Source: an optimization exercise on an open RTL-to-GDS flow (aim: small area). Production flows keep margins and buffers that such runs may drop. At most, simulation tests tie the RTL to the original design; equivalence was not proved. Only the layout flow was run in runs 1 to 3; the RTL was not checked for function there. Power figures rest on the tool's default switching activity, not on a simulated workload. The flow treats the clock pin as an ideal source, which a real chip does not have.

<file path="design/flow/run.sh">
#!/bin/bash
# synth_recipe.tcl (not shown) runs the flow's synth.tcl, then flattens the netlist and writes it again
# the make line also repeats each setting of config.mk as NAME=value (left out here)
make -C /OpenROAD-flow-scripts/flow DESIGN_CONFIG=/design/flow/config.mk WORK_HOME=/design/flow/orfs CLKGATE_MAP_FILE= SYNTH_SCRIPT=/design/flow/synth_recipe.tcl finish
</file>
<file path="design/flow/config.mk">
export PLATFORM = sky130hd
export DESIGN_NAME = jt6295
export DESIGN_NICKNAME = jt6295
export VERILOG_FILES = /design/flow/design.v
export SDC_FILE = /design/flow/constraint.sdc
export NUM_CORES = 4
export LEC_CHECK = 0
export CAP_MARGIN = 20
export CORE_MARGIN = 2
export CORE_UTILIZATION = 40
export CTS_CLUSTER_DIAMETER = 150
export CTS_CLUSTER_SIZE = 25
export SLEW_MARGIN = 20
</file>
<file path="design/flow/constraint.sdc">
create_clock -name core_clock -period 10.0 [get_ports {clk}]
set_input_delay 2.0000 -clock core_clock [delete_from_list [all_inputs] [get_ports {clk}]]
set_output_delay 2.0000 -clock core_clock [all_outputs]
set_load 0.01 [all_outputs]
</file>
<file path="design/flow/design.v">
module jt6295_timing(
    input            rst,
    input            clk,
    input            cen,
    input            ss,
    output           cen_sr,      
    output           cen_sr4,     
    output reg       cen32,       
    output     [2:0] slot,        
    output           adpcm_slot,  
    output     [1:0] ch,          
    output reg       cen_48k
);
localparam [7:0] N48=8'd6, D48=8'd125;
function [19:0] radd(input [19:0] a, input [19:0] b, input ci);
    integer i;
    reg c;
    begin
        c = ci;
        for( i=0; i<20; i=i+1 ) begin
            radd[i] = a[i]^b[i]^c;
            c = (a[i]&b[i]) | (c&(a[i]^b[i]));
        end
    end
endfunction
function rge(input [19:0] a, input [19:0] b);
    integer i;
    reg c;
    begin
        c = 1'b1;
        for( i=0; i<20; i=i+1 )
            c = (a[i]&~b[i]) | (c&~(a[i]^b[i]));
        rge = c;
    end
endfunction
reg  [2:0] base;
reg  [5:0] cnt;
wire [2:0] lim = ss ? 3'h3 : 3'h4;
reg  [7:0] cnt48;
wire       over48 = rge( cnt48, D48 );
always @(posedge clk) begin
    if( rst ) begin
        cnt48   <= 8'd0;
        cen_48k <= 1'b0;
    end else begin
        if(cen) cnt48 <= radd( cnt48, over48 ? 8'd137 : N48, 1'b0 );
        cen_48k <= over48 && cen;
    end
end
always @(posedge clk) begin
    if( rst ) begin
        base  <= 3'd0;
        cnt   <= 6'd0;
        cen32 <= 1'b0;
    end else begin
        cen32 <= cen && !cnt[5] && base==3'd0;
        if( cen ) begin
            base <= (base==lim) ? 3'd0 : radd( base, 3'd0, 1'b1 );
            if(base==3'd0) cnt <= (cnt==6'd32) ? 6'd0 : radd( cnt, 6'd0, 1'b1 );
        end
    end
end
wire [4:0] q  = radd( cnt[4:0], {5{cen32}}, 1'b0 );
wire [4:0] qc = radd( q, 5'd7, 1'b0 );
assign cen_sr4    = cen32 && cnt[2:0]==3'd1;
assign cen_sr     = cen32 && cnt[4:0]==5'd1;
assign adpcm_slot = q[2:1]==2'b01;
assign ch         = qc[4:3];
assign slot       = cnt[2:0];
endmodule
module jt6295_rom(
    input             rst,
    input             clk,
    input             adpcm_slot,
    input             nib_sel,
    input      [17:0] adpcm_addr,
    input      [ 9:0] ctrl_addr,
    output reg [ 3:0] adpcm_nib,
    output reg [ 7:0] ctrl_dout,
    output reg        ctrl_ok,
    output     [17:0] rom_addr,
    input      [ 7:0] rom_data,
    input             rom_ok
);
reg       slot_d;
reg [9:0] caddr_d;
reg [1:0] wait2;
assign rom_addr = slot_d ? adpcm_addr : { 8'd0, caddr_d };
wire new_addr = rom_addr != { 8'd0, ctrl_addr };
always @(posedge clk) begin
    slot_d  <= adpcm_slot;
    caddr_d <= ctrl_addr;
    if( adpcm_slot ) begin
        adpcm_nib <= nib_sel ? rom_data[3:0] : rom_data[7:4];
        ctrl_ok   <= 1'b0;
        wait2     <= 2'b0;
    end else begin
        if(wait2==2'b11 && !new_addr) begin
            ctrl_ok   <= rom_ok;
            ctrl_dout <= rom_data;
        end else ctrl_ok <= 1'b0;
        if( new_addr )
            wait2 <= 2'b0;
        else
            wait2 <= {wait2[0],1'b1};
    end
    if( rst ) begin
        ctrl_ok <= 1'b0;
        wait2   <= 2'b0;
    end
end
endmodule
module jt6295_ctrl(
    input                  rst,
    input                  clk,
    input                  cen4,
    input                  wrn,
    input      [ 7:0]      din,
    output reg [17:0]      start_addr,
    output reg [17:0]      stop_addr,
    output reg [ 3:0]      att,
    output     [ 9:0]      rom_addr,
    input      [ 7:0]      rom_data,
    input                  rom_ok,
    output reg [ 3:0]      start,
    output reg [ 3:0]      stop,
    input      [ 3:0]      busy,
    input      [ 3:0]      ack
);
reg  last_wrn;
wire negedge_wrn  = !wrn && last_wrn;
reg [6:0] phrase;
reg       push, pull;
reg [3:0] ch, new_att;
reg       cmd;
always @(posedge clk) begin
    last_wrn <= wrn;
end
always @(posedge clk) begin
    if( rst ) begin
        cmd      <= 1'b0;
        stop     <= 4'd0;
        ch       <= 4'd0;
        pull     <= 1'b1;
        phrase   <= 7'd0;
    end else begin
        if( cen4 ) begin
            stop <= stop & busy;
        end
        if( push ) pull <= 1'b0;
        if( negedge_wrn  ) begin  
            if( cmd ) begin  
                ch      <= din[7:4];
                cmd     <= 1'b0;
                pull    <= 1'b1;
            end
            else if( din[7] ) begin  
                phrase <= din[6:0];
                cmd    <= 1'b1;  
                stop   <= 4'd0;
            end else begin  
                stop   <= din[6:3];
            end
        end
    end
end
always @(posedge clk) begin
    if( negedge_wrn && cmd ) new_att <= din[3:0];
end
reg [17:0] new_start;
reg [17:8] new_stop;
reg [ 2:0] st, addr_lsb;
reg        wrom;
assign rom_addr = { phrase, addr_lsb };
always @(posedge clk) begin
    if( rst ) begin
        st         <= 7;
        start      <= 0;
        push       <= 0;
        addr_lsb   <= 0;
    end else begin
        if( st!=7 ) begin
            wrom <= 0;
            if( !wrom && rom_ok ) begin
                st       <= st+3'd1;
                addr_lsb <= st;
                wrom     <= 1;
            end
        end
        case( st )
            7: begin
                start    <= start & ~ack;
                addr_lsb <= 0;
                if(pull) begin
                    st       <= 0;
                    wrom     <= 1;
                    push     <= 1;
                end
            end
            6: begin
                start       <= ch;
                push        <= 0;
            end
            default:;
        endcase
    end
end
always @(posedge clk) begin
    case( st )
        1: new_start[17:16] <= rom_data[1:0];
        2: new_start[15: 8] <= rom_data;
        3: new_start[ 7: 0] <= rom_data;
        4: new_stop [17:16] <= rom_data[1:0];
        5: new_stop [15: 8] <= rom_data;
        6: begin
            start_addr  <= new_start;
            stop_addr   <= {new_stop[17:8], rom_data} ;
            att         <= new_att;
        end
        default:;
    endcase
end
endmodule
module jt6295_serial(
    input               rst,
    input               clk,
    input               cen4,
    input      [ 1:0]   ch,
    input      [17:0]   start_addr,
    input      [17:0]   stop_addr,
    input      [ 3:0]   att,
    input      [ 3:0]   start,
    input      [ 3:0]   stop,
    output reg [ 3:0]   busy,
    output reg          ack,
    output     [17:0]   rom_addr,
    output              nib_sel,
    input      [ 3:0]   rom_nib,
    output reg          pipe_en,
    output reg [ 3:0]   pipe_att,
    output reg [ 3:0]   pipe_data
);
function [19:0] radd(input [19:0] a, input [19:0] b, input ci);
    integer i;
    reg c;
    begin
        c = ci;
        for( i=0; i<20; i=i+1 ) begin
            radd[i] = a[i]^b[i]^c;
            c = (a[i]&b[i]) | (c&(a[i]^b[i]));
        end
    end
endfunction
function rge(input [19:0] a, input [19:0] b);
    integer i;
    reg c;
    begin
        c = 1'b1;
        for( i=0; i<20; i=i+1 )
            c = (a[i]&~b[i]) | (c&~(a[i]^b[i]));
        rge = c;
    end
endfunction
reg  [75:0] cnt_sh;
reg  [71:0] stop_sh;
reg  [15:0] att_sh;
reg  [ 3:0] busy_sh;
wire [18:0] cnt      = cnt_sh[75:57];
wire [17:0] stop_out = stop_sh[71:54];
wire [ 3:0] att_out  = att_sh[15:12];
wire        busy_out = busy_sh[3];
wire        up_start = start[ch];
wire        up_stop  = stop[ch];
wire        update   = up_start | up_stop;
wire        over     = rge( rom_addr, stop_out );
wire        cont     = busy_out & ~over;
wire [18:0] cnt_next = radd( cnt, 20'd0, cont );
wire [17:0] stop_in  = up_start  ? stop_addr : stop_out;
wire [18:0] cnt_in   = up_start  ? {start_addr, 1'b0} : cnt_next;
wire [ 3:0] att_in   = up_start  ? att : att_out;
wire        busy_in  = update    ? (up_start & ~up_stop) : cont;
assign rom_addr = cnt[18:1];
assign nib_sel  = cnt[0];
always @(posedge clk, posedge rst) begin
    if( rst ) begin
        busy <= 4'd0;
    end else begin
        busy[ch] <= busy_in;
    end
end
always @(posedge clk, posedge rst) begin
    if( rst ) begin
        ack     <= 1'b0;
        pipe_en <= 1'b0;
    end else if( cen4 ) begin
        ack     <= up_start;
        pipe_en <= busy_out;
    end
end
always @(posedge clk) begin
    if( cen4 || rst ) begin
        cnt_sh  <= { cnt_sh[56:0], rst ? 19'd0 : cnt_in };
        busy_sh <= { busy_sh[2:0], busy_in & ~rst };
    end
end
always @(posedge clk) begin
    if( cen4 ) begin
        stop_sh   <= { stop_sh[53:0], stop_in };
        att_sh    <= { att_sh[11:0], att_in };
        pipe_data <= rom_nib;
        pipe_att  <= att_out;
    end
end
endmodule
module jt6295_adpcm(
    input                    rst,
    input                    clk,
    input                    cen,
    input                    cen32,
    input             [ 2:0] slot,
    input                    en,
    input             [ 3:0] att,
    input             [ 3:0] data,
    output reg signed [11:0] sound
);
function [19:0] radd(input [19:0] a, input [19:0] b, input ci);
    integer i;
    reg c;
    begin
        c = ci;
        for( i=0; i<20; i=i+1 ) begin
            radd[i] = a[i]^b[i]^c;
            c = (a[i]&b[i]) | (c&(a[i]^b[i]));
        end
    end
endfunction
function rge(input [19:0] a, input [19:0] b);
    integer i;
    reg c;
    begin
        c = 1'b1;
        for( i=0; i<20; i=i+1 )
            c = (a[i]&~b[i]) | (c&~(a[i]^b[i]));
        rge = c;
    end
endfunction
reg        in_en;
reg  [3:0] in_data, in_att;
reg [23:0] idx_sh;
reg [47:0] snd_sh;
reg [15:0] att_sh;
wire [ 5:0] idx     = idx_sh[23:18];
wire [11:0] snd_old = snd_sh[47:36];
wire [ 3:0] att_mul = att_sh[15:12];
wire [11:0] snd_mul = snd_sh[47:36];
reg [10:0] lut;
always @(*) begin
    case( idx )
        6'd0: lut = 11'd16;
        6'd1: lut = 11'd17;
        6'd2: lut = 11'd19;
        6'd3: lut = 11'd21;
        6'd4: lut = 11'd23;
        6'd5: lut = 11'd25;
        6'd6: lut = 11'd28;
        6'd7: lut = 11'd31;
        6'd8: lut = 11'd34;
        6'd9: lut = 11'd37;
        6'd10: lut = 11'd41;
        6'd11: lut = 11'd45;
        6'd12: lut = 11'd50;
        6'd13: lut = 11'd55;
        6'd14: lut = 11'd60;
        6'd15: lut = 11'd66;
        6'd16: lut = 11'd73;
        6'd17: lut = 11'd80;
        6'd18: lut = 11'd88;
        6'd19: lut = 11'd97;
        6'd20: lut = 11'd107;
        6'd21: lut = 11'd118;
        6'd22: lut = 11'd130;
        6'd23: lut = 11'd143;
        6'd24: lut = 11'd157;
        6'd25: lut = 11'd173;
        6'd26: lut = 11'd190;
        6'd27: lut = 11'd209;
        6'd28: lut = 11'd230;
        6'd29: lut = 11'd253;
        6'd30: lut = 11'd279;
        6'd31: lut = 11'd307;
        6'd32: lut = 11'd337;
        6'd33: lut = 11'd371;
        6'd34: lut = 11'd408;
        6'd35: lut = 11'd449;
        6'd36: lut = 11'd494;
        6'd37: lut = 11'd544;
        6'd38: lut = 11'd598;
        6'd39: lut = 11'd658;
        6'd40: lut = 11'd724;
        6'd41: lut = 11'd796;
        6'd42: lut = 11'd876;
        6'd43: lut = 11'd963;
        6'd44: lut = 11'd1060;
        6'd45: lut = 11'd1166;
        6'd46: lut = 11'd1282;
        6'd47: lut = 11'd1411;
        6'd48: lut = 11'd1552;
        default: lut = 11'bx;  
    endcase
end
wire [2:0] factor = in_en ? in_data[2:0] : 3'd0;
wire [5:0] idx_en = in_en ? idx : 6'd0;
wire [5:0] idx_inc = { 3'd0, in_data[1:0], 1'b0 } + 6'd2;
wire [5:0] idx_sum = radd( idx_en, factor[2] ? idx_inc : 6'h3f, 1'b0 );
wire [5:0] idx_new = rge( idx_sum, 6'd49 ) ? (factor[2] ? 6'd48 : 6'd0) : idx_sum;
wire [11:0] step = { 1'b0, lut };
wire [11:0] qa = radd( step>>3, in_data[2] ? step : 12'd0, 1'b0 );
wire [11:0] qb = radd( qa, in_data[1] ? step>>1 : 12'd0, 1'b0 );
wire [11:0] qn = radd( qb, in_data[0] ? step>>2 : 12'd0, 1'b0 );
reg  [12:0] unlim;
reg         ov;
reg  [11:0] snd_new;
always @(*) begin
    unlim = radd( { snd_old[11], snd_old }, { 1'b0, qn } ^ {13{in_data[3]}}, in_data[3] );
    ov = &{snd_old[11],in_data[3],~unlim[11]}|&{~snd_old[11],~in_data[3],unlim[11]};
    if( ^unlim[12:11] ) ov=1;
    snd_new = (!in_en || rst) ? 12'd0 :
              ov ? {unlim[12],{11{~unlim[12]}}} : unlim[11:0];  
end
wire [16:0] s1   = { {5{snd_mul[11]}}, snd_mul };
wire [16:0] s3   = radd( s1, s1<<1, 1'b0 );
wire [16:0] m11  = radd( s3, !att_mul[2] ? s1<<3 : 17'd0, 1'b0 );
wire        pow2 = !att_mul[0];
wire        mute = att_mul>4'd8;
wire [11:0] load = mute ? 12'd0 : pow2 ? snd_mul : m11[15:4];
wire [ 2:0] sh_load = pow2 ? att_mul[3:1] : { 2'b0, att_mul[1] };
reg  [ 2:0] sh;
wire        do_shift = cen32 && slot>=3'd2 && (slot-3'd2) < sh;
always @(posedge clk) begin
    if( cen ) sh <= sh_load;
end
always @(posedge clk) begin
    if( cen || rst ) snd_sh <= { snd_sh[35:0], snd_new };
end
always @(posedge clk, posedge rst) begin
    if(rst) begin
        in_en  <= 1'b0;
        sound  <= 12'd0;
    end else if(cen) begin
        in_en  <= en;
        sound  <= load;
    end else if( do_shift ) begin
        sound  <= { sound[11], sound[11:1] };
    end
end
always @(posedge clk) begin
    if(cen) begin
        in_data <= data;
        in_att  <= att;
        idx_sh  <= { idx_sh[17:0], idx_new };
        att_sh  <= { att_sh[11:0], in_att };
    end
end
endmodule
module jt6295_acc(
    input                rst,
    input                clk,
    input                cen,
    input                cen4,
    input  signed [11:0] sound_in,
    output signed [13:0] sound_out
);
function [19:0] radd(input [19:0] a, input [19:0] b, input ci);
    integer i;
    reg c;
    begin
        c = ci;
        for( i=0; i<20; i=i+1 ) begin
            radd[i] = a[i]^b[i]^c;
            c = (a[i]&b[i]) | (c&(a[i]^b[i]));
        end
    end
endfunction
function rge(input [19:0] a, input [19:0] b);
    integer i;
    reg c;
    begin
        c = 1'b1;
        for( i=0; i<20; i=i+1 )
            c = (a[i]&~b[i]) | (c&~(a[i]^b[i]));
        rge = c;
    end
endfunction
reg signed [13:0] acc, sum;
wire [13:0] acc_sum = radd( acc, { {2{sound_in[11]}}, sound_in }, 1'b0 );
always @(posedge clk, posedge rst) begin
    if( rst ) begin
        acc <= 14'd0;
    end else if(cen4) begin
        acc <= cen ? { {2{sound_in[11]}}, sound_in } : acc_sum;
    end
end
always @(posedge clk, posedge rst) begin
    if( rst ) begin
        sum <= 14'd0;
    end else if(cen) begin
        sum <= acc;
    end
end
assign sound_out = sum;
endmodule
module jt6295(
    input                  rst,
    input                  clk,
    input                  cen  ,
    input                  ss,         
    input                  wrn,   
    input         [ 7:0]   din,
    output        [ 7:0]   dout,
    output        [17:0]   rom_addr,
    input         [ 7:0]   rom_data,
    input                  rom_ok,
    output signed [13:0]   sound,
    output                 sample    
);
wire        cen_sr, cen_sr4, cen_sr32, cen_48k, adpcm_slot;
wire [ 2:0] slot;
wire [ 1:0] ch;
wire [ 3:0] busy, start, stop;
reg  [ 3:0] ack;
wire        ack_bit;
wire [17:0] start_addr, stop_addr, ch_addr;
wire [ 9:0] ctrl_addr;
wire [ 7:0] ctrl_data;
wire [ 3:0] ch_nib, pipe_data;
wire [ 3:0] att, pipe_att;
wire        ctrl_ok, nib_sel;
wire        pipe_en;
wire signed [11:0] pipe_snd;
assign dout   = { 4'hf, busy | start };
assign sample = cen_48k;
always @(*) begin
    case( ch )
        2'd0: ack = { ack_bit, 3'd0 };
        2'd1: ack = { 3'd0, ack_bit };
        2'd2: ack = { 2'd0, ack_bit, 1'd0 };
        2'd3: ack = { 1'd0, ack_bit, 2'd0 };
    endcase
end
jt6295_timing u_timing(
    .rst        ( rst       ),
    .clk        ( clk       ),
    .cen        ( cen       ),
    .ss         ( ss        ),
    .cen_sr     ( cen_sr    ),
    .cen_sr4    ( cen_sr4   ),
    .cen32      ( cen_sr32  ),
    .slot       ( slot      ),
    .adpcm_slot ( adpcm_slot),
    .ch         ( ch        ),
    .cen_48k    ( cen_48k   )
);
jt6295_rom u_rom(
    .rst        ( rst           ),
    .clk        ( clk           ),
    .adpcm_slot ( adpcm_slot    ),
    .nib_sel    ( nib_sel       ),
    .adpcm_addr ( ch_addr       ),
    .ctrl_addr  ( ctrl_addr     ),
    .adpcm_nib  ( ch_nib        ),
    .ctrl_dout  ( ctrl_data     ),
    .ctrl_ok    ( ctrl_ok       ),
    .rom_addr   ( rom_addr      ),
    .rom_data   ( rom_data      ),
    .rom_ok     ( rom_ok        )
);
jt6295_ctrl u_ctrl(
    .rst        ( rst           ),
    .clk        ( clk           ),
    .cen4       ( cen_sr4       ),
    .wrn        ( wrn           ),
    .din        ( din           ),
    .start_addr ( start_addr    ),
    .stop_addr  ( stop_addr     ),
    .att        ( att           ),
    .rom_addr   ( ctrl_addr     ),
    .rom_data   ( ctrl_data     ),
    .rom_ok     ( ctrl_ok       ),
    .start      ( start         ),
    .stop       ( stop          ),
    .busy       ( busy          ),
    .ack        ( ack           )
);
jt6295_serial u_serial(
    .rst        ( rst           ),
    .clk        ( clk           ),
    .cen4       ( cen_sr4       ),
    .ch         ( ch            ),
    .start_addr ( start_addr    ),
    .stop_addr  ( stop_addr     ),
    .att        ( att           ),
    .start      ( start         ),
    .stop       ( stop          ),
    .busy       ( busy          ),
    .ack        ( ack_bit       ),
    .rom_addr   ( ch_addr       ),
    .nib_sel    ( nib_sel       ),
    .rom_nib    ( ch_nib        ),
    .pipe_en    ( pipe_en       ),
    .pipe_att   ( pipe_att      ),
    .pipe_data  ( pipe_data     )
);
jt6295_adpcm u_adpcm(
    .rst        ( rst           ),
    .clk        ( clk           ),
    .cen        ( cen_sr4       ),
    .cen32      ( cen_sr32      ),
    .slot       ( slot          ),
    .en         ( pipe_en       ),
    .att        ( pipe_att      ),
    .data       ( pipe_data     ),
    .sound      ( pipe_snd      )
);
jt6295_acc u_acc(
    .rst        ( rst           ),
    .clk        ( clk           ),
    .cen        ( cen_sr        ),
    .cen4       ( cen_sr4       ),
    .sound_in   ( pipe_snd      ),
    .sound_out  ( sound         )
);
endmodule
</file>
==> results.py, run 1 <==
metrics = {
    "power": {
        "p_clk_frac": 0.249,
        "ir_drop_mv": 0.133,
        "p_seq_frac": 0.580,
        "switching_share": 0.269,
        "p_per_area_nw_per_um2": 187,
        "power_frac_comb": 0.171,
        "switchingPower_w": 0.00115,
        "p_int_w": 0.00313,
        "leakage_nw": 8.66,
    },
    "place": {
        "gp_congestion": 0.822,
        "placed_cells": 2228,
        "dp_hpwl_um": 25700,
        "place_area_sq_um": 22200,
        "io_buffer_count": 58,
    },
    "cells_and_area": {
        "synthToLayoutAreaGrowth_pct": 9.36,
        "n_antenna_cell": 0,
        "nNetsFinal": 1753,
        "fin_area_sq_um": 22900,
        "fin_cells": 2270,
        "drive_gt1_frac": 0.0535,
    },
    "clock_network": {
        "cts_resized": 0,
        "cts_buffers": 23,
        "insertion_delay_ns": 0.58,
        "cts_buffer_depth": 3,
        "clock-sinks": 480,
        "cts_tree": "yes",
        "clk_pin_slew_ns": 0.10,
        "holdBufCountCts": 0,
        "h-tree-depth": 1,
        "root_buffer": "clkbuf_16",
        "cts_setup_buffers": 0,
    },
    "synthesis": {
        "synth_edf_count": 360,
        "synth_area_per_cell_sq_um": 13.6,
        "syn_area_sq_um": 20900,
        "ys_ff_latch": 480,
        "netlist_top_cells_area": "edfxtp_1 (52%), fa_1 (7.4%), dfxtp_1 (7.0%)",
        "synth_common_cells": "edfxtp_1 (360), nand2_1 (213), inv_1 (108), ha_1 (81), fa_1 (77)",
        "synthArstFlopShare": 0.0979,
        "yosys.area.top_type": "edfxtp_1",
        "synth.most_common_cell": "edfxtp_1",
        "synthCells": 1538,
        "synth-main-ff-cell": "edfxtp_1",
        "netlist.area_leader.share": 0.517,
        "seq_area_frac_synth": 0.643,
        "synth_cell_type_count": 65,
        "yosysWarnings": 7,
    },
    "timing": {
        "maxSlewViolCount": 0,
        "max_slew_margin": 0.304,
        "min_period_ns": 8.82,
        "holdWs_ns": 0.389,
        "fin_skew_ns": 0.0281,
        "setup_viol": 0,
        "timing.final.crit_share": 0.882,
        "rsz0062_at_grt": "false",
        "max_freq_mhz": 113,
        "hold_viol_final": 0,
        "tns_ns": 0,
        "worst_pin_slew_ns": 1.04,
    },
    "setup_path": {
        "critPathLaunchType": "flip-flop",
        "critPathMaxFanout": 17,
        "worstSetupPathType": "flip-flop to flip-flop",
        "end_kind": "flip-flop",
        "crit_arrival_ns": 9.16,
        "r2r_cells": 24,
        "required_ns": 10.33,
    },
    "floorplan": {
        "core_sq_um": 51500,
        "start_util": 0.406,
        "die_area_sq_um": 54100,
        "pin_count": 63,
        "rows": 83,
        "die_w_um": 233,
        "die_y_um": 233,
    },
    "global_route": {
        "grt_pass1_vias": 11300,
        "grt_first_pass_wirelength_um": 61600,
        "grt_overflow": 0,
        "use_met1": 0.209,
        "track_usage": 0.143,
        "grtUsageMet3": 0.0150,
        "grt-busiest-layer": "met2",
        "grt_use_met2": 0.232,
        "grt_max_degree": 87,
        "antenna_found_initial": 0,
    },
    "route": {
        "drt-total-wl_um": 37700,
        "avgRoutedWirePerCell_um": 16.6,
        "drc": 0,
        "avgViaCountPerCell": 4.97,
        "firstDrtPassIters": 5,
        "antenna_left": 0,
        "detail_route.iter0.violations": 775,
        "vias": 11300,
    },
    "run": {
        "cap_violations": 0,
    },
    "hold_path": {
        "hold_class": "flip-flop to flip-flop",
        "hold_depth": 0,
    },
    "status": {
        "status": "timing/DRC/antenna clean",
    },
}
[sequential cells by signal (all words and copies together), names as in the netlist, 10 cells and up]
register,cells
u_serial.att_sh,16
u_adpcm.att_sh,16
u_serial.stop_sh,72
u_ctrl.stop_addr,18
u_adpcm.idx_sh,24
u_adpcm.sound,12
u_acc.sum,14
u_serial.cnt_sh,76
u_acc.acc,14
u_ctrl.new_start,18
u_ctrl.start_addr,18
u_rom.caddr_d,10
u_adpcm.lut,11
u_ctrl.new_stop,10
u_adpcm.snd_sh,48
[power by group through the flow]
| stage | Sequential [W] | Combinational, W | Clock (W) |
|---|---|---|---|
| after global placement | 0.00252 | 0.000722 | 0 |
| after CTS | 0.00248 | 0.000746 | 0.00111 |
| after detailed placement | 0.00253 | 0.000741 | 0 |
| final | 0.00248 | 0.000729 | 0.00106 |
| after global routing | 0.00250 | 0.000843 | 0.00117 |
| after floorplan | 0.00248 | 0.000547 | 0 |
[per-stage QoR]
step | power [W] | utilization | worst slack [ns]
6_report | 0.00427 | 0.444 | 1.18
3_5_place_dp | 0.00327 | 0.431 | 1.09
2_1_floorplan | 0.00303 | - | 1.66
5_1_grt | 0.00452 | 0.444 | 0.630
4_1_cts | 0.00434 | 0.444 | 1.08
3_3_place_gp | 0.00324 | 0.431 | 1.41
[cells by family (layout without fill, tap and decap cells)]
logic type	after synthesis	count (layout)	share of synthesized area
other cells	1	4	0.000179
simple gates	405	405	0.0870
compound gates	224	224	0.0661
flops	480	480	0.643
mux	66	66	0.0340
fa+ha+maj	158	158	0.122
xor+xnor	34	34	0.0155
buf+inv	170	219	0.0320
[cell usage in the layout (no fill, tap or decap), types with 23 or more instances in the layout]
master,n
edfxtp_1,360
mux2i_1,29
nand2_1,212
ha_1,81
fa_1,77
o21ai_0,67
clkdlybuf4s50_1,57
dfxtp_1,73
and2_1,39
clkbuf_16,23
dfrtp_1,47
a21oi_1,61
nor2_1,70
inv_1,107
mux2_2,33
[final timing paths]
check                                               from                              end  slack (ns)
setup / recovery            u_adpcm.in_data[2]$_DFFE_PP_  u_adpcm.snd_sh[0]$_SDFFCE_PP0P_        1.18
hold / removal             u_ctrl.phrase[2]$_SDFFE_PP0P_         u_rom.caddr_d[5]$_DFF_P_        0.39
setup reg to reg            u_adpcm.in_data[2]$_DFFE_PP_  u_adpcm.snd_sh[0]$_SDFFCE_PP0P_        1.18
hold reg to reg            u_ctrl.phrase[2]$_SDFFE_PP0P_         u_rom.caddr_d[5]$_DFF_P_        0.39
max in group asynchronous                            rst         u_acc.sum[1]$_DFFE_PP0P_        7.37
min in group asynchronous                            rst     u_serial.pipe_en$_DFFE_PP0P_        2.15
[routing by layer]
| metal | wire length [um] | up-vias |
|---|---|---|
| met1 | 18300 | 5637 |
| met3 | 1250 | 33 |
| met4 | 502 | 0 |
| met5 | 0 | - |
| li1 | - | 5438 |
| met2 | 17700 | 182 |
[critical path: stages, from the launching register on]
cell	delay (ns)
edfxtp_1	0.69
and2_1	0.21
ha_1	0.14
inv_1	0.05
fa_1	0.41
fa_1	0.43
fa_1	0.43
fa_1	0.42
fa_1	0.42
fa_1	0.51
inv_1	0.05
fa_1	0.43
fa_1	0.39
fa_1	0.48
fa_1	0.44
ha_1	0.32
xnor2_1	0.21
fa_1	0.20
inv_1	0.05
fa_1	0.44
fa_1	0.41
xor2_1	0.30
mux2i_1	0.78
nor2_1	0.15
o21a_1	0.21
[cell type report]
class,count,area [sq um]
Clock buffer,40,639
Multi-Input combinational cell,891,6830
Sequential cell,480,13400
Timing Repair Buffer,68,651
Clock inverter,2,40.0
Tap cell,680,851
Fill cell,4709,28600
Inverter,109,414
==> run 2, diff against run 1 <==
==> design/flow/flow/run.sh (new file) <==
#!/bin/bash
# Standard layout, with the smallest buffer on the ports.
set -euo pipefail
bash standard.sh "BUFFER_PORTS_ARGS=-buffer_cell sky130_fd_sc_hd__buf_1" finish > standard.log 2>&1
==> design/flow/standard.sh (new file) <==
#!/bin/bash
# synth_recipe.tcl (not shown) runs the flow's synth.tcl, then flattens the netlist and writes it again
# the make line also repeats each setting of config.mk as NAME=value (left out here)
make -C /OpenROAD-flow-scripts/flow DESIGN_CONFIG=/design/flow/config.mk WORK_HOME=/design/flow/orfs CLKGATE_MAP_FILE= SYNTH_SCRIPT=/design/flow/synth_recipe.tcl "${@:-finish}"
removed: design/flow/run.sh
==> run 2 against run 1 <==
Against the previous run:
- cell count is essentially flat
- register-to-register slack gained 0.02 ns
- critical path depth is the same
- via count grew 0.52%
- still clean on timing, DRC and antenna
- design area shrank 1.5%
- global-route usage shrank 0.059 points
- sequential cell count is the same
- power shrank 0.50%
- sequential power is essentially flat
- clock skew is essentially flat
- die area is the same
==> results.py, run 2 <==
metrics = {
    "global_route": {
        "grt_pass1_vias": 11200,
        "antenna_found_initial": 0,
        "grt_first_pass_wirelength_um": 61100,
        "grt_max_degree": 88,
        "grt_overflow": 0,
        "track_usage": 0.142,
    },
    "synthesis": {
        "yosys.area.top_type": "edfxtp_1",
        "synth_cell_type_count": 65,
        "ys_ff_latch": 480,
        "seq_area_frac_synth": 0.643,
        "netlist.area_leader.share": 0.517,
        "synth_common_cells": "edfxtp_1 (360), nand2_1 (213), inv_1 (108), ha_1 (81), fa_1 (77)",
        "synthCells": 1538,
        "synth_compound_area_frac": 0.0661,
        "syn_area_sq_um": 20900,
        "synth-main-ff-cell": "edfxtp_1",
        "synthMuxAreaShare": 0.0340,
        "yosysWarnings": 7,
        "synthAdderAreaFrac": 0.122,
        "synth_top_family_by_area": "adder cells",
        "synth_edf_count": 360,
        "synth-xor-area-share": 0.0155,
        "netlist_top_cells_area": "edfxtp_1 (52%), fa_1 (7.4%), dfxtp_1 (7.0%)",
        "synth_simple_gate_area_frac": 0.0870,
        "synth_area_per_cell_sq_um": 13.6,
        "synthArstFlopShare": 0.0979,
        "synth.most_common_cell": "edfxtp_1",
    },
    "cells_and_area": {
        "nNetsFinal": 1754,
        "drive_gt1_frac": 0.0547,
        "largest_reg_flops": 76,
        "reg.largest.list": "u_serial.cnt_sh: 76 flops, u_serial.stop_sh: 72 flops, u_adpcm.snd_sh: 48 flops",
        "final_common_cell": "edfxtp_1",
        "fillers": 4765,
        "layout_common_cells": "edfxtp_1 (360), nand2_1 (212), inv_1 (107)",
        "fin_util": 0.437,
        "n_antenna_cell": 0,
        "top_register": "u_serial.cnt_sh",
        "fin_cells": 2271,
        "synthToLayoutAreaGrowth_pct": 7.71,
    },
    "timing": {
        "holdWs_ns": 0.385,
        "maxSlewViolCount": 0,
        "max_freq_mhz": 114,
        "hold_viol_final": 0,
        "min_period_ns": 8.80,
        "timing.final.crit_share": 0.880,
        "max_slew_margin": 0.294,
        "fin_skew_ns": 0.0283,
        "tns_ns": 0,
        "worst_pin_slew_ns": 1.06,
        "rsz0062_at_grt": "false",
        "setup_viol": 0,
    },
    "clock_network": {
        "h-tree-depth": 1,
        "cts_tree": "yes",
        "cts_setup_buffers": 0,
        "root_buffer": "clkbuf_16",
        "cts_buffer_depth": 3,
        "holdBufCountCts": 0,
        "cts_buffers": 23,
        "clock-sinks": 480,
        "insertion_delay_ns": 0.58,
        "cts_resized": 0,
        "clk_pin_slew_ns": 0.11,
    },
    "power": {
        "p_seq_frac": 0.583,
        "p_clk_frac": 0.252,
        "switching_share": 0.272,
        "p_per_area_nw_per_um2": 189,
        "ir_drop_mv": 0.154,
        "p_int_w": 0.00310,
        "leakage_nw": 8.52,
        "power_frac_comb": 0.165,
        "p_total_w": 0.00425,
        "switchingPower_w": 0.00116,
    },
    "route": {
        "avgRoutedWirePerCell_um": 16.8,
        "vias": 11300,
        "detail_route.iter0.violations": 902,
        "antenna_left": 0,
        "firstDrtPassIters": 5,
        "drc": 0,
        "avgViaCountPerCell": 5.00,
        "drt-total-wl_um": 38100,
    },
    "setup_path": {
        "critPathLaunchType": "flip-flop",
        "worstReg2RegStart": "u_adpcm.in_data[2]$_DFFE_PP_",
        "worstSetupPathType": "flip-flop to flip-flop",
        "ff2ff_setup_slack_ns": 1.20,
        "r2r-end": "u_adpcm.snd_sh[10]$_SDFFCE_PP0P_",
        "r2r_cells": 24,
        "crit_arrival_ns": 9.14,
        "required_ns": 10.34,
        "critPathMaxFanout": 17,
        "end_kind": "flip-flop",
    },
    "hold_path": {
        "hold_end": "u_rom.caddr_d[3]$_DFF_P_",
        "hold_depth": 0,
        "hold_class": "flip-flop to flip-flop",
        "hp-start": "u_ctrl.phrase[0]$_SDFFE_PP0P_",
    },
    "place": {
        "gp_congestion": 0.767,
        "placed_cells": 2229,
        "io_buffer_count": 58,
        "dp_hpwl_um": 25800,
    },
    "run": {
        "cap_violations": 0,
    },
    "floorplan": {
        "die_y_um": 233,
        "die_w_um": 233,
        "core_sq_um": 51500,
        "pin_count": 63,
        "start_util": 0.406,
        "die_area_sq_um": 54100,
        "rows": 83,
    },
    "status": {
        "status": "timing/DRC/antenna clean",
    },
}
[run 2: cell counts after synthesis]
Identical to the previous run, type by type.
[run 2: critical path, cell delays in order, from the launching register on]
cell and delay (ns):
edfxtp_1 0.70, and2_1 0.21, ha_1 0.14, inv_1 0.05, fa_1 0.41, fa_1 0.44
fa_1 0.43, fa_1 0.42, fa_1 0.51, inv_1 0.05, fa_1 0.51, fa_1 0.51
xnor2_1 0.16, fa_1 0.47, fa_1 0.42, fa_1 0.42, fa_1 0.42, fa_1 0.39
inv_1 0.09, fa_1 0.21, fa_1 0.43, nor2b_1 0.15, mux2i_1 0.69, nor2b_1 0.11
o21a_1 0.20
[run 2: metrics by stage]
stage	cell area (sq um)	worst slack (ns)
5_1_grt	22500	0.662
2_1_floorplan	20900	1.66
4_1_cts	22500	1.13
6_report	22500	1.20
3_3_place_gp	21800	1.40
3_5_place_dp	21800	1.15
[run 2: routing by layer]
layer  part of all wire  track usage
met2               0.47        0.226
met1               0.49        0.211
met4              0.014       0.0311
met3              0.032       0.0151
met5                  0            0
[run 2: power groups by stage]
| stage | logic, W | registers [W] | clock network [W] |
|---|---|---|---|
| floorplan | 0.000547 | 0.00248 | 0 |
| global placement | 0.000694 | 0.00252 | 0 |
| detailed placement | 0.000715 | 0.00252 | 0 |
| CTS | 0.000719 | 0.00248 | 0.00111 |
| global route | 0.000813 | 0.00250 | 0.00118 |
| finish | 0.000703 | 0.00248 | 0.00107 |
[run 2: final cells by class]
class                   instances  area [sq um]  area share
clock inverters                 2          40.0     0.00178
multi-input cells             891          6830       0.303
inverters                     109           414      0.0184
well taps                     680           851      0.0378
flip-flops and latches        480         13400       0.597
clock buffers                  40           639      0.0284
repair buffers                 69           302      0.0134
[run 2: worst max path at each step]
stage / slack (ns) / cells after the start / from / to
6_report: 1.20 / 24 / u_adpcm.in_data[2]$_DFFE_PP_ / u_adpcm.snd_sh[10]$_SDFFCE_PP0P_
5_1_grt: 0.66 / 24 / u_adpcm.in_data[2]$_DFFE_PP_ / u_adpcm.snd_sh[6]$_SDFFCE_PP0P_
4_1_cts: 1.13 / 24 / u_adpcm.in_data[2]$_DFFE_PP_ / u_adpcm.snd_sh[6]$_SDFFCE_PP0P_
3_5_place_dp: 1.15 / 24 / u_adpcm.in_data[2]$_DFFE_PP_ / u_adpcm.snd_sh[10]$_SDFFCE_PP0P_
3_3_place_gp: 1.40 / 24 / u_adpcm.in_data[2]$_DFFE_PP_ / u_adpcm.snd_sh[0]$_SDFFCE_PP0P_
2_1_floorplan: 1.66 / 27 / u_adpcm.in_data[2]$_DFFE_PP_ / u_adpcm.snd_sh[0]$_SDFFCE_PP0P_
[run 2: kinds of logic after synthesis]
family / count (synthesis)
xor gates and xnor gates: 34
and+or+nand+nor: 405
buffers and inverters: 170
DFF: 480
adders and majority gates: 158
AOI/OAI and AO/OA: 224
muxes: 66
other: 1
==> run 3, diff against run 2 <==
==> design/flow/flow/run.sh (replaced) <==
#!/bin/bash
# Standard layout, with the smallest buffer on the ports and no dummy clock loads.
set -euo pipefail
bash standard.sh "BUFFER_PORTS_ARGS=-buffer_cell sky130_fd_sc_hd__buf_1" \
  "CTS_ARGS=-sink_clustering_enable -repair_clock_nets -dont_use_dummy_load -sink_clustering_size 30 -sink_clustering_max_diameter 150" \
  finish > standard.log 2>&1
--- a/design/flow/config.mk
+++ b/design/flow/config.mk
@@ -9,5 +9,5 @@
 export CORE_MARGIN = 2
 export CORE_UTILIZATION = 40
 export CTS_CLUSTER_DIAMETER = 150
-export CTS_CLUSTER_SIZE = 25
+export CTS_CLUSTER_SIZE = 30
 export SLEW_MARGIN = 20
==> run 3 against run 2 <==
Against the previous run:
- sequential cell count unchanged
- sequential share of layout area grew 0.55 points
- sequential power barely moved
- die area stayed put
- maximum frequency is 0.16% lower
- hold slack improved by 0.0020 ns
- wire length decreased by 0.42%
- clock skew grew 0.0081 ns
- critical endpoint is now u_adpcm.snd_sh[6]$_SDFFCE_PP0P_
- largest cell class unchanged
==> results.py, run 3 <==
metrics = {
    "floorplan": {
        "rows": 83,
        "die_w_um": 233,
        "die_y_um": 233,
        "core_sq_um": 51500,
        "start_util": 0.406,
        "die_area_sq_um": 54100,
        "pin_count": 63,
    },
    "clock_network": {
        "clk_pin_slew_ns": 0.12,
        "holdBufCountCts": 0,
        "cts_buffer_depth": 3,
        "cts_resized": 0,
        "cts_buffers": 19,
        "h-tree-depth": 1,
        "root_buffer": "clkbuf_16",
        "insertion_delay_ns": 0.56,
        "cts_tree": "yes",
        "clock-sinks": 480,
        "cts_setup_buffers": 0,
    },
    "route": {
        "drt-total-wl_um": 37900,
        "vias": 11300,
        "drc": 0,
        "avgRoutedWirePerCell_um": 16.9,
        "avgViaCountPerCell": 5.02,
        "antenna_left": 0,
        "firstDrtPassIters": 5,
        "detail_route.iter0.violations": 874,
    },
    "timing": {
        "holdWs_ns": 0.387,
        "timing.final.crit_share": 0.882,
        "max_slew_margin": 0.301,
        "hold_viol_final": 0,
        "tns_ns": 0,
        "maxSlewViolCount": 0,
        "min_period_ns": 8.82,
        "max_freq_mhz": 113,
        "setup_viol": 0,
        "rsz0062_at_grt": "false",
        "fin_skew_ns": 0.0364,
        "worst_pin_slew_ns": 1.05,
    },
    "hold_path": {
        "hp-start": "u_ctrl.phrase[0]$_SDFFE_PP0P_",
        "hold_class": "flip-flop to flip-flop",
        "hold_depth": 0,
        "hold_end": "u_rom.caddr_d[3]$_DFF_P_",
    },
    "global_route": {
        "antenna_found_initial": 0,
        "track_usage": 0.141,
        "grt_pass1_vias": 11200,
        "grt_first_pass_wirelength_um": 60800,
        "grt_overflow": 0,
        "grt_max_degree": 88,
    },
    "synthesis": {
        "synth_edf_count": 360,
        "yosys.area.top_type": "edfxtp_1",
        "synth_cell_type_count": 65,
        "synthArstFlopShare": 0.0979,
        "syn_area_sq_um": 20900,
        "netlist_top_cells_area": "edfxtp_1 (52%), fa_1 (7.4%), dfxtp_1 (7.0%)",
        "yosysWarnings": 7,
        "ys_ff_latch": 480,
        "synth_area_per_cell_sq_um": 13.6,
        "netlist.area_leader.share": 0.517,
        "seq_area_frac_synth": 0.643,
        "synthCells": 1538,
        "synth_common_cells": "edfxtp_1 (360), nand2_1 (213), inv_1 (108), ha_1 (81), fa_1 (77)",
        "synth-main-ff-cell": "edfxtp_1",
        "synth.most_common_cell": "edfxtp_1",
    },
    "setup_path": {
        "worstSetupPathType": "flip-flop to flip-flop",
        "ff2ff_setup_slack_ns": 1.18,
        "required_ns": 10.30,
        "critPathLaunchType": "flip-flop",
        "r2r_cells": 24,
        "worstReg2RegStart": "u_adpcm.in_data[2]$_DFFE_PP_",
        "end_kind": "flip-flop",
        "r2r-end": "u_adpcm.snd_sh[6]$_SDFFCE_PP0P_",
        "crit_arrival_ns": 9.12,
        "critPathMaxFanout": 17,
    },
    "cells_and_area": {
        "reg.largest.list": "u_serial.cnt_sh: 76 flops, u_serial.stop_sh: 72 flops, u_adpcm.snd_sh: 48 flops",
        "fin_util": 0.433,
        "final_common_cell": "edfxtp_1",
        "fin_cells": 2248,
        "top_register": "u_serial.cnt_sh",
        "nNetsFinal": 1750,
        "fillers": 4769,
        "largest_reg_flops": 76,
        "drive_gt1_frac": 0.0517,
        "synthToLayoutAreaGrowth_pct": 6.73,
        "layout_common_cells": "edfxtp_1 (360), nand2_1 (212), inv_1 (107)",
        "n_antenna_cell": 0,
    },
    "place": {
        "gp_congestion": 0.767,
        "placed_cells": 2229,
        "io_buffer_count": 58,
        "dp_hpwl_um": 25800,
    },
    "run": {
        "cap_violations": 0,
    },
    "power": {
        "p_per_area_nw_per_um2": 184,
        "p_total_w": 0.00410,
        "leakage_nw": 8.43,
        "ir_drop_mv": 0.126,
    },
    "status": {
        "status": "timing/DRC/antenna clean",
    },
}
## run 3: final cells by class
class / count / area, sq um / share of cell area
Tap cell: 680 / 851 / 0.0381
Inverter: 109 / 414 / 0.0186
Sequential cell: 480 / 13400 / 0.602
Multi-Input combinational cell: 891 / 6830 / 0.306
Timing Repair Buffer: 69 / 302 / 0.0135
Clock buffer: 19 / 475 / 0.0213
## run 3: worst max-delay path, stage by stage, from the launching register on
cell	delay [ns]
edfxtp_1	0.70
and2_1	0.21
ha_1	0.14
inv_1	0.05
fa_1	0.41
fa_1	0.44
fa_1	0.43
fa_1	0.42
fa_1	0.51
inv_1	0.05
fa_1	0.51
fa_1	0.51
xnor2_1	0.16
fa_1	0.47
fa_1	0.42
fa_1	0.42
fa_1	0.42
fa_1	0.39
inv_1	0.09
fa_1	0.21
fa_1	0.43
nor2b_1	0.15
mux2i_1	0.69
nor2_1	0.10
o21a_1	0.20
## run 3: logic make-up (layout without fill, tap and decap cells)
| kind of cell | Yosys count | after routing | share of synthesized area |
|---|---|---|---|
| muxes | 66 | 66 | 0.0340 |
| other | 1 | 4 | 0.000179 |
| and+or+nand+nor | 405 | 405 | 0.0870 |
| adders and majority gates | 158 | 158 | 0.122 |
| DFF | 480 | 480 | 0.643 |
| AOI/OAI and AO/OA | 224 | 224 | 0.0661 |
| buffers and inverters | 170 | 197 | 0.0320 |
| xor gates and xnor gates | 34 | 34 | 0.0155 |
## run 3: layer usage
metal	routed length [um]	share of wire	up-vias	GRT usage
met5	0	0	-	0
met4	603	0.016	0	0.0324
li1	-	-	5417	-
met1	18400	0.49	5686	0.207
met3	1180	0.031	37	0.0136
met2	17700	0.47	151	0.229
## run 3: how the worst max path moves through the flow
stage                                             from                                to  slack [ns]  depth (start not counted)
final                     u_adpcm.in_data[2]$_DFFE_PP_   u_adpcm.snd_sh[6]$_SDFFCE_PP0P_        1.18                         24
after global routing      u_adpcm.in_data[2]$_DFFE_PP_   u_adpcm.snd_sh[6]$_SDFFCE_PP0P_        0.64                         24
after CTS                 u_adpcm.in_data[2]$_DFFE_PP_   u_adpcm.snd_sh[6]$_SDFFCE_PP0P_        1.12                         24
after detailed placement  u_adpcm.in_data[2]$_DFFE_PP_  u_adpcm.snd_sh[10]$_SDFFCE_PP0P_        1.15                         24
after global placement    u_adpcm.in_data[2]$_DFFE_PP_   u_adpcm.snd_sh[0]$_SDFFCE_PP0P_        1.40                         24
after floorplan           u_adpcm.in_data[2]$_DFFE_PP_   u_adpcm.snd_sh[0]$_SDFFCE_PP0P_        1.66                         27
## run 3: power breakdown
part | switching (W) | leakage, nW | total (W) | internal, W
clock | 0.000569 | 0.234 | 0.000915 | 0.000346
sequential | 0.000110 | 4.63 | 0.00248 | 0.00237
combinational | 0.000425 | 3.57 | 0.000703 | 0.000278
total | 0.00110 | 8.43 | 0.00410 | 0.00299
## run 3: per-stage QoR
step,cell area [sq um],setup WS [ns]
finish,22300,1.18
floorplan,20900,1.66
CTS,22300,1.12
global route,22300,0.641
detailed placement,21800,1.15
global placement,21800,1.40
==> run 4, diff against run 3 <==
--- a/design/flow/design.v
+++ b/design/flow/design.v
@@ -405,7 +405,7 @@
         6'd46: lut = 11'd1282;
         6'd47: lut = 11'd1411;
         6'd48: lut = 11'd1552;
-        default: lut = 11'bx;  
+        default: lut = 11'd1552;  
     endcase
 end
 wire [2:0] factor = in_en ? in_data[2:0] : 3'd0;
==> design/flow/flow/run.sh (replaced) <==
#!/bin/bash
# The standard layout, with two changes: the smallest buffer on the ports
# (buf_1), and a clock tree with larger sink clusters and no dummy loads.
set -euo pipefail
bash standard.sh "BUFFER_PORTS_ARGS=-buffer_cell sky130_fd_sc_hd__buf_1" \
  "CTS_ARGS=-sink_clustering_enable -repair_clock_nets -dont_use_dummy_load -sink_clustering_size 27 -sink_clustering_max_diameter 150" \
  finish > standard.log 2>&1
--- a/design/flow/config.mk
+++ b/design/flow/config.mk
@@ -8,6 +8,4 @@
 export CAP_MARGIN = 20
 export CORE_MARGIN = 2
 export CORE_UTILIZATION = 40
-export CTS_CLUSTER_DIAMETER = 150
-export CTS_CLUSTER_SIZE = 30
 export SLEW_MARGIN = 20
==> run 4 against run 3 <==
Against the previous run:
- utilization rose by 0.097 points
- critical path type unchanged
- largest power group unchanged
- clock skew fell by 0.0075 ns
- register-to-register slack barely moved
- maximum frequency barely moved
- worst setup slack got worse by 0.0015 ns
- hold slack got worse by 0.0010 ns
- via count rose by 0.42%
==> results.py, run 4 <==
metrics = {
    "timing": {
        "hold_viol_final": 0,
        "tns_ns": 0,
        "fin_skew_ns": 0.0289,
        "rsz0062_at_grt": "false",
        "max_freq_mhz": 113,
        "worst_pin_slew_ns": 1.06,
        "maxSlewViolCount": 0,
        "max_slew_margin": 0.296,
        "min_period_ns": 8.82,
        "setup_viol": 0,
        "timing.final.crit_share": 0.882,
    },
    "setup_path": {
        "critPathLaunchType": "flip-flop",
        "worstReg2RegStart": "u_adpcm.in_data[2]$_DFFE_PP_",
        "max_stage_delay_ns": 0.71,
        "critPathMaxFanout": 17,
        "crit_top_cell": "fa_1",
        "slowest_stage": "edfxtp_1",
        "required_ns": 10.30,
        "path_cells": "and2_1, ha_1, inv_1, fa_1, fa_1, fa_1, fa_1, fa_1, inv_1, fa_1, fa_1, xnor2_1, fa_1, fa_1, fa_1, fa_1, fa_1, inv_1, fa_1, fa_1, nor2b_1, mux2i_1, nor2_1, o21a_1",
        "critPathBufInv": 3,
        "worstSetupPathType": "flip-flop to flip-flop",
        "critPathTopFamily": "adder cells",
        "end_kind": "flip-flop",
        "startpoint": "u_adpcm.in_data[2]$_DFFE_PP_",
        "crit_arrival_ns": 9.12,
    },
    "global_route": {
        "grt_overflow": 0,
        "grt_max_degree": 88,
        "antenna_found_initial": 0,
        "grt_pass1_vias": 11200,
        "track_usage": 0.142,
        "grt_first_pass_wirelength_um": 60800,
    },
    "clock_network": {
        "holdBufCountCts": 0,
        "root_buffer": "clkbuf_16",
        "h-tree-depth": 1,
        "cts_tree": "yes",
        "clock-sinks": 480,
        "cts_resized": 0,
        "insertion_delay_ns": 0.56,
        "cts_buffer_depth": 3,
        "cts_setup_buffers": 0,
        "cts_buffers": 21,
        "clk_pin_slew_ns": 0.10,
    },
    "synthesis": {
        "syn_area_sq_um": 20900,
        "synth.most_common_cell": "edfxtp_1",
        "synth_cell_type_count": 65,
        "netlist.area_leader.share": 0.517,
        "netlist_top_cells_area": "edfxtp_1 (52%), fa_1 (7.4%), dfxtp_1 (7.0%)",
        "ys_ff_latch": 480,
        "synth_common_cells": "edfxtp_1 (360), nand2_1 (213), inv_1 (108), ha_1 (81), fa_1 (77)",
        "synth_area_per_cell_sq_um": 13.6,
        "yosys.area.top_type": "edfxtp_1",
        "synth-main-ff-cell": "edfxtp_1",
        "yosysWarnings": 7,
        "synth_edf_count": 360,
        "synthArstFlopShare": 0.0979,
        "synthCells": 1538,
        "seq_area_frac_synth": 0.643,
    },
    "floorplan": {
        "die_w_um": 233,
        "start_util": 0.406,
        "core_sq_um": 51500,
        "die_area_sq_um": 54100,
        "die_y_um": 233,
        "pin_count": 63,
        "rows": 83,
    },
    "cells_and_area": {
        "drive_gt1_frac": 0.0529,
        "layout_common_cells": "edfxtp_1 (360), nand2_1 (212), inv_1 (107)",
        "reg.largest.list": "u_serial.cnt_sh: 76 flops, u_serial.stop_sh: 72 flops, u_adpcm.snd_sh: 48 flops",
        "n_antenna_cell": 0,
        "fin_cells": 2250,
        "largest_reg_flops": 76,
        "final_common_cell": "edfxtp_1",
        "top_register": "u_serial.cnt_sh",
        "nNetsFinal": 1752,
        "synthToLayoutAreaGrowth_pct": 6.97,
    },
    "place": {
        "gp_congestion": 0.767,
        "dp_hpwl_um": 25800,
        "io_buffer_count": 58,
        "placed_cells": 2229,
    },
    "power": {
        "switchingPower_w": 0.00111,
        "p_clk_frac": 0.231,
        "power_frac_comb": 0.170,
        "ir_drop_mv": 0.127,
        "switching_share": 0.268,
        "leakage_nw": 8.46,
        "p_int_w": 0.00303,
        "p_seq_frac": 0.599,
        "p_per_area_nw_per_um2": 185,
    },
    "route": {
        "firstDrtPassIters": 5,
        "drt-total-wl_um": 37900,
        "avgViaCountPerCell": 5.04,
        "avgRoutedWirePerCell_um": 16.8,
        "drc": 0,
        "vias": 11300,
        "detail_route.iter0.violations": 1011,
        "antenna_left": 0,
    },
    "hold_path": {
        "hold_class": "flip-flop to flip-flop",
        "hp-start": "u_ctrl.phrase[0]$_SDFFE_PP0P_",
    },
    "status": {
        "status": "timing/DRC/antenna clean",
    },
    "run": {
        "cap_violations": 0,
    },
}
[run 4: cell count changes in the layout (fill, tap and decap cells not counted), sizes merged]
cell and change:
clkbuf +2
[run 4: per-stage QoR]
step | utilization | power, W | setup slack (ns) | hold WS, ns | cell area [sq um]
global placement | 0.424 | 0.00321 | 1.40 | 0.376 | 21800
global route | 0.434 | 0.00437 | 0.644 | 0.397 | 22400
finish | 0.434 | 0.00414 | 1.18 | 0.386 | 22400
detailed placement | 0.424 | 0.00324 | 1.15 | 0.375 | 21800
floorplan | - | 0.00303 | 1.66 | 0.362 | 20900
CTS | 0.434 | 0.00419 | 1.12 | 0.390 | 22400
[run 4: kinds of logic (layout without fill, tap and decap cells)]
family	Yosys count	after routing	share of synthesized area
buffers and inverters	170	199	0.0320
and+or+nand+nor	405	405	0.0870
muxes	66	66	0.0340
AOI/OAI and AO/OA	224	224	0.0661
adders and majority gates	158	158	0.122
DFF	480	480	0.643
xor gates and xnor gates	34	34	0.0155
other	1	4	0.000179
[run 4: worst paths after layout]
check                                             endpoint  slack (ns)  cells after the start
setup / recovery           u_adpcm.snd_sh[6]$_SDFFCE_PP0P_        1.18                     24
hold / removal                    u_rom.caddr_d[3]$_DFF_P_        0.39                      0
setup reg to reg           u_adpcm.snd_sh[6]$_SDFFCE_PP0P_        1.18                     24
hold reg to reg                   u_rom.caddr_d[3]$_DFF_P_        0.39                      0
max in group asynchronous         u_acc.acc[0]$_DFFE_PP0P_        7.43                      4
min in group asynchronous       u_serial.busy[2]$_DFF_PP0_        2.08                      4
[run 4: power groups by stage]
stage                     logic [W]  clock network [W]  registers (W)
after floorplan            0.000547                  0        0.00248
after global placement     0.000694                  0        0.00252
after detailed placement   0.000715                  0        0.00252
after CTS                  0.000719           0.000995        0.00248
after global routing       0.000813            0.00105        0.00250
final                      0.000704           0.000954        0.00248
[run 4: final cells by class]
class	instances	area, sq um
sequential	480	13400
timing repair buffer	69	302
inverter	109	414
fill	4764	29100
tap	680	851
clock buffer	21	526
multi-input combinational	891	6830
[run 4: metal layers]
| metal | vias up | routed length (um) | GRT usage |
|---|---|---|---|
| li1 | 5428 | - | - |
| met1 | 5723 | 18400 | 0.209 |
| met2 | 148 | 17800 | 0.227 |
| met3 | 39 | 1080 | 0.0137 |
| met4 | 0 | 601 | 0.0324 |
| met5 | - | 0 | 0 |
[run 4: worst reg2reg max path, cell delays in order (launching register included)]
cell	delay (ns)
edfxtp_1	0.71
and2_1	0.22
ha_1	0.14
inv_1	0.05
fa_1	0.42
fa_1	0.44
fa_1	0.43
fa_1	0.42
fa_1	0.51
inv_1	0.05
fa_1	0.51
fa_1	0.51
xnor2_1	0.16
fa_1	0.47
fa_1	0.42
fa_1	0.42
fa_1	0.42
fa_1	0.39
inv_1	0.09
fa_1	0.21
fa_1	0.43
nor2b_1	0.15
mux2i_1	0.69
nor2_1	0.11
o21a_1	0.20
==> run 5, diff against run 4 <==
--- a/design/flow/design.v
+++ b/design/flow/design.v
@@ -11,7 +11,6 @@
     output     [1:0] ch,          
     output reg       cen_48k
 );
-localparam [7:0] N48=8'd6, D48=8'd125;
 function [19:0] radd(input [19:0] a, input [19:0] b, input ci);
     integer i;
     reg c;
@@ -36,15 +35,16 @@
 reg  [2:0] base;
 reg  [5:0] cnt;
 wire [2:0] lim = ss ? 3'h3 : 3'h4;
-reg  [7:0] cnt48;
-wire       over48 = rge( cnt48, D48 );
+reg  [6:0] n48;
+wire       hit48 = n48==7'd0  || n48==7'd21 || n48==7'd42 ||
+                   n48==7'd63 || n48==7'd84 || n48==7'd105;
 always @(posedge clk) begin
     if( rst ) begin
-        cnt48   <= 8'd0;
+        n48     <= 7'd125;
         cen_48k <= 1'b0;
     end else begin
-        if(cen) cnt48 <= radd( cnt48, over48 ? 8'd137 : N48, 1'b0 );
-        cen_48k <= over48 && cen;
+        if(cen) n48 <= &n48[6:2] ? { 6'd0, n48[0] } : radd( n48, 7'd0, 1'b1 );
+        cen_48k <= hit48 && cen;
     end
 end
 always @(posedge clk) begin
@@ -431,7 +431,7 @@
 wire [16:0] s3   = radd( s1, s1<<1, 1'b0 );
 wire [16:0] m11  = radd( s3, !att_mul[2] ? s1<<3 : 17'd0, 1'b0 );
 wire        pow2 = !att_mul[0];
-wire        mute = att_mul>4'd8;
+wire        mute = att_mul>4'd8 || rst;
 wire [11:0] load = mute ? 12'd0 : pow2 ? snd_mul : m11[15:4];
 wire [ 2:0] sh_load = pow2 ? att_mul[3:1] : { 2'b0, att_mul[1] };
 reg  [ 2:0] sh;
@@ -445,9 +445,12 @@
 always @(posedge clk, posedge rst) begin
     if(rst) begin
         in_en  <= 1'b0;
-        sound  <= 12'd0;
     end else if(cen) begin
         in_en  <= en;
+    end
+end
+always @(posedge clk) begin
+    if( cen || rst ) begin
         sound  <= load;
     end else if( do_shift ) begin
         sound  <= { sound[11], sound[11:1] };
@@ -492,20 +495,13 @@
     end
 endfunction
 reg signed [13:0] acc, sum;
-wire [13:0] acc_sum = radd( acc, { {2{sound_in[11]}}, sound_in }, 1'b0 );
-always @(posedge clk, posedge rst) begin
-    if( rst ) begin
-        acc <= 14'd0;
-    end else if(cen4) begin
-        acc <= cen ? { {2{sound_in[11]}}, sound_in } : acc_sum;
-    end
+wire        restart = cen | rst;
+wire [13:0] acc_sum = radd( restart ? 14'd0 : acc, { {2{sound_in[11]}}, sound_in }, 1'b0 );
+always @(posedge clk) begin
+    if( cen4 || rst ) acc <= acc_sum;
 end
-always @(posedge clk, posedge rst) begin
-    if( rst ) begin
-        sum <= 14'd0;
-    end else if(cen) begin
-        sum <= acc;
-    end
+always @(posedge clk) begin
+    if( cen || rst ) sum <= acc;
 end
 assign sound_out = sum;
 endmodule
==> run 5 against run 4 <==
Against the previous run:
- sequential cell count decreased by 1
- hold slack got worse by 0.028 ns
- area after synthesis decreased by 1.6%
- largest cell class unchanged
- highest routed layer is now met5
==> results.py, run 5 <==
metrics = {
    "status": {
        "status": "timing/DRC/antenna clean",
    },
    "synthesis": {
        "netlist_top_cells_area": "edfxtp_1 (58%), fa_1 (7.2%), dfxtp_1 (7.0%)",
        "yosys.area.top_type": "edfxtp_1",
        "yosysWarnings": 7,
        "seq_area_frac_synth": 0.662,
        "synthArstFlopShare": 0.0146,
        "synth_cell_type_count": 67,
        "synth-main-ff-cell": "edfxtp_1",
        "netlist.area_leader.share": 0.584,
        "synth_edf_count": 400,
        "synth_area_per_cell_sq_um": 14.7,
        "ys_ff_latch": 479,
        "syn_area_sq_um": 20600,
        "synthCells": 1396,
        "synth_common_cells": "edfxtp_1 (400), nand2_1 (107), inv_1 (96), ha_1 (84), fa_1 (74)",
        "synth.most_common_cell": "edfxtp_1",
    },
    "setup_path": {
        "max_stage_delay_ns": 0.68,
        "critPathMaxFanout": 17,
        "required_ns": 10.33,
        "end_kind": "flip-flop",
        "critPathTopFamily": "adder cells",
        "critPathBufInv": 3,
        "r2r-end": "u_adpcm.snd_sh[2]$_SDFFCE_PP0N_",
        "worstSetupPathType": "flip-flop to flip-flop",
        "critPathLaunchType": "flip-flop",
        "crit_top_cell": "fa_1",
        "crit_arrival_ns": 8.97,
        "r2r_cells": 25,
        "ff2ff_setup_slack_ns": 1.36,
        "slowest_stage": "edfxtp_1",
        "worstReg2RegStart": "u_adpcm.in_data[2]$_DFFE_PP_",
    },
    "cells_and_area": {
        "nNetsFinal": 1622,
        "reg.largest.list": "u_serial.cnt_sh: 76 flops, u_serial.stop_sh: 72 flops, u_adpcm.snd_sh: 48 flops",
        "final_common_cell": "edfxtp_1",
        "layout_common_cells": "edfxtp_1 (400), nand2_1 (107), inv_1 (93)",
        "top_register": "u_serial.cnt_sh",
        "seqCellArea_sq_um": 13600,
        "fillers": 4615,
        "multiInputGateArea_sq_um": 6370,
        "fin_cells": 2121,
        "synthToLayoutAreaGrowth_pct": 7.20,
        "drive_gt1_frac": 0.0535,
        "largest_reg_flops": 76,
    },
    "clock_network": {
        "h-tree-depth": 1,
        "clk_pin_slew_ns": 0.10,
        "root_buffer": "clkbuf_16",
        "cts_resized": 0,
        "cts_buffers": 21,
        "cts_setup_buffers": 0,
        "cts_tree": "yes",
        "clock-sinks": 479,
        "insertion_delay_ns": 0.57,
        "holdBufCountCts": 0,
        "cts_buffer_depth": 3,
    },
    "timing": {
        "holdWs_ns": 0.358,
        "max_freq_mhz": 116,
        "timing.final.crit_share": 0.864,
        "tns_ns": 0,
        "rsz0062_at_grt": "false",
        "maxSlewViolCount": 0,
        "hold_viol_final": 0,
        "max_slew_margin": 0.373,
        "worst_pin_slew_ns": 0.915,
        "setup_viol": 0,
        "fin_skew_ns": 0.0518,
        "min_period_ns": 8.64,
    },
    "floorplan": {
        "start_util": 0.403,
        "core_sq_um": 51100,
        "rows": 83,
        "die_area_sq_um": 53300,
        "pin_count": 63,
        "die_w_um": 231,
        "die_y_um": 231,
    },
    "hold_path": {
        "hold_class": "flip-flop to flip-flop",
        "hold_depth": 0,
        "hold_end": "u_rom.caddr_d[3]$_DFF_P_",
        "hp-start": "u_ctrl.phrase[0]$_SDFFE_PP0P_",
    },
    "power": {
        "leakage_nw": 7.95,
        "ir_drop_mv": 0.115,
        "p_per_area_nw_per_um2": 189,
    },
    "place": {
        "gp_congestion": 0.806,
        "placed_cells": 2099,
        "io_buffer_count": 58,
        "dp_hpwl_um": 25200,
    },
    "route": {
        "avgViaCountPerCell": 4.95,
        "detail_route.iter0.violations": 865,
        "antenna_left": 0,
        "drc": 0,
        "firstDrtPassIters": 5,
        "drt-total-wl_um": 36800,
        "vias": 10500,
        "avgRoutedWirePerCell_um": 17.3,
    },
    "run": {
        "cap_violations": 0,
    },
    "global_route": {
        "track_usage": 0.139,
        "grt_overflow": 0,
        "grt_max_degree": 87,
        "antenna_found_initial": 3,
        "grt_pass1_vias": 10500,
        "grt_first_pass_wirelength_um": 58400,
    },
}
-- run 5: cell count changes after synthesis, sizes merged, moves of 10 or more --
cell | previous run | this run
inv | 108 | 97
and2 | 40 | 50
a21oi | 61 | 43
nand2 | 213 | 107
buf | 25 | 14
dfrtp | 47 | 7
edfxtp | 360 | 400
o21ai | 67 | 50
-- run 5: how the worst max path moves through the flow --
stage / startpoint / to / depth (start not counted)
2_1_floorplan: u_adpcm.in_data[2]$_DFFE_PP_ / u_adpcm.snd_sh[0]$_SDFFCE_PP0N_ / 28
3_3_place_gp: u_adpcm.in_data[2]$_DFFE_PP_ / u_adpcm.snd_sh[0]$_SDFFCE_PP0N_ / 25
3_5_place_dp: u_adpcm.in_data[2]$_DFFE_PP_ / u_adpcm.snd_sh[0]$_SDFFCE_PP0N_ / 25
4_1_cts: u_adpcm.in_data[2]$_DFFE_PP_ / u_adpcm.snd_sh[0]$_SDFFCE_PP0N_ / 25
5_1_grt: u_adpcm.in_data[2]$_DFFE_PP_ / u_adpcm.snd_sh[0]$_SDFFCE_PP0N_ / 25
6_report: u_adpcm.in_data[2]$_DFFE_PP_ / u_adpcm.snd_sh[2]$_SDFFCE_PP0N_ / 25
-- run 5: cells by family after synthesis --
logic type | Yosys count | synth area share
adder cells (fa/ha/maj) | 158 | 0.123
buffers and inverters | 146 | 0.0283
AO/OA/AOI/OAI | 185 | 0.0583
AND/OR/NAND/NOR | 323 | 0.0755
flip-flops | 479 | 0.662
XOR/XNOR | 37 | 0.0161
other | 1 | 0.000182
multiplexers | 67 | 0.0361
-- run 5: layout make-up --
cell class                      instances  area share
Antenna cell                            1    0.000113
Clock buffer                           21      0.0238
Inverter                               98      0.0171
Multi-Input combinational cell        774       0.289
Sequential cell                       479       0.618
Tap cell                              680      0.0386
Timing Repair Buffer                   68      0.0134
-- run 5: stage by stage --
| stage | instance area, sq um | power, W | utilization | worst slack [ns] |
|---|---|---|---|---|
| 6_report | 22100 | 0.00418 | 0.432 | 1.36 |
| 5_1_grt | 22100 | 0.00441 | 0.432 | 0.737 |
| 4_1_cts | 22000 | 0.00423 | 0.432 | 1.28 |
| 3_5_place_dp | 21500 | 0.00328 | 0.421 | 1.26 |
| 3_3_place_gp | 21500 | 0.00326 | 0.421 | 1.43 |
| 2_1_floorplan | 20600 | 0.00306 | - | 1.73 |
-- run 5: per-layer routing --
metal	part of all wire	up-vias	GRT usage
met1	0.50	5231	0.211
met2	0.44	188	0.211
met3	0.046	36	0.0225
met5	0.00063	-	0
met4	0.017	4	0.0274
li1	-	5048	-
-- run 5: report_power, final --
group	switching, W	internal (W)	total [W]
logic	0.000438	0.000279	0.000717
registers	0.000102	0.00241	0.00251
clock network	0.000569	0.000379	0.000948

==> port drivers added, routing unchanged <==
How much do the figures lean on ideal ports? The routed layouts below were timed once more, with nothing changed but the port constraints.
Step 1 (the two cells are an assumption about what drives the block):
set clk [get_ports {clk}]
set_driving_cell -lib_cell sky130_fd_sc_hd__clkbuf_16 $clk
set_driving_cell -lib_cell sky130_fd_sc_hd__buf_2 [delete_from_list [all_inputs] $clk]
Step 2 adds t to the input delays and takes it off the output delays; t is the mean of the earliest and latest rising clock arrival at the registers after step 1. Input paths then give back, and output paths get back, about the clock's delay inside the block.
a / b / c = no drivers / after step 1 / after step 2; a / b = the first two.
run | t (ns) | slack for setup (ns) | worst setup path at the end
run 1 | 0.626 | 1.179 / 1.179 / 1.179 | register to register
run 2 | 0.620 | 1.198 / 1.198 / 1.198 | register to register
run 3 | 0.595 | 1.184 / 1.184 / 1.184 | register to register
run 4 | 0.595 | 1.182 / 1.182 / 1.182 | register to register
run 5 | 0.592 | 1.355 / 1.355 / 1.355 | register to register
After both steps setup and hold are still met in every run listed.
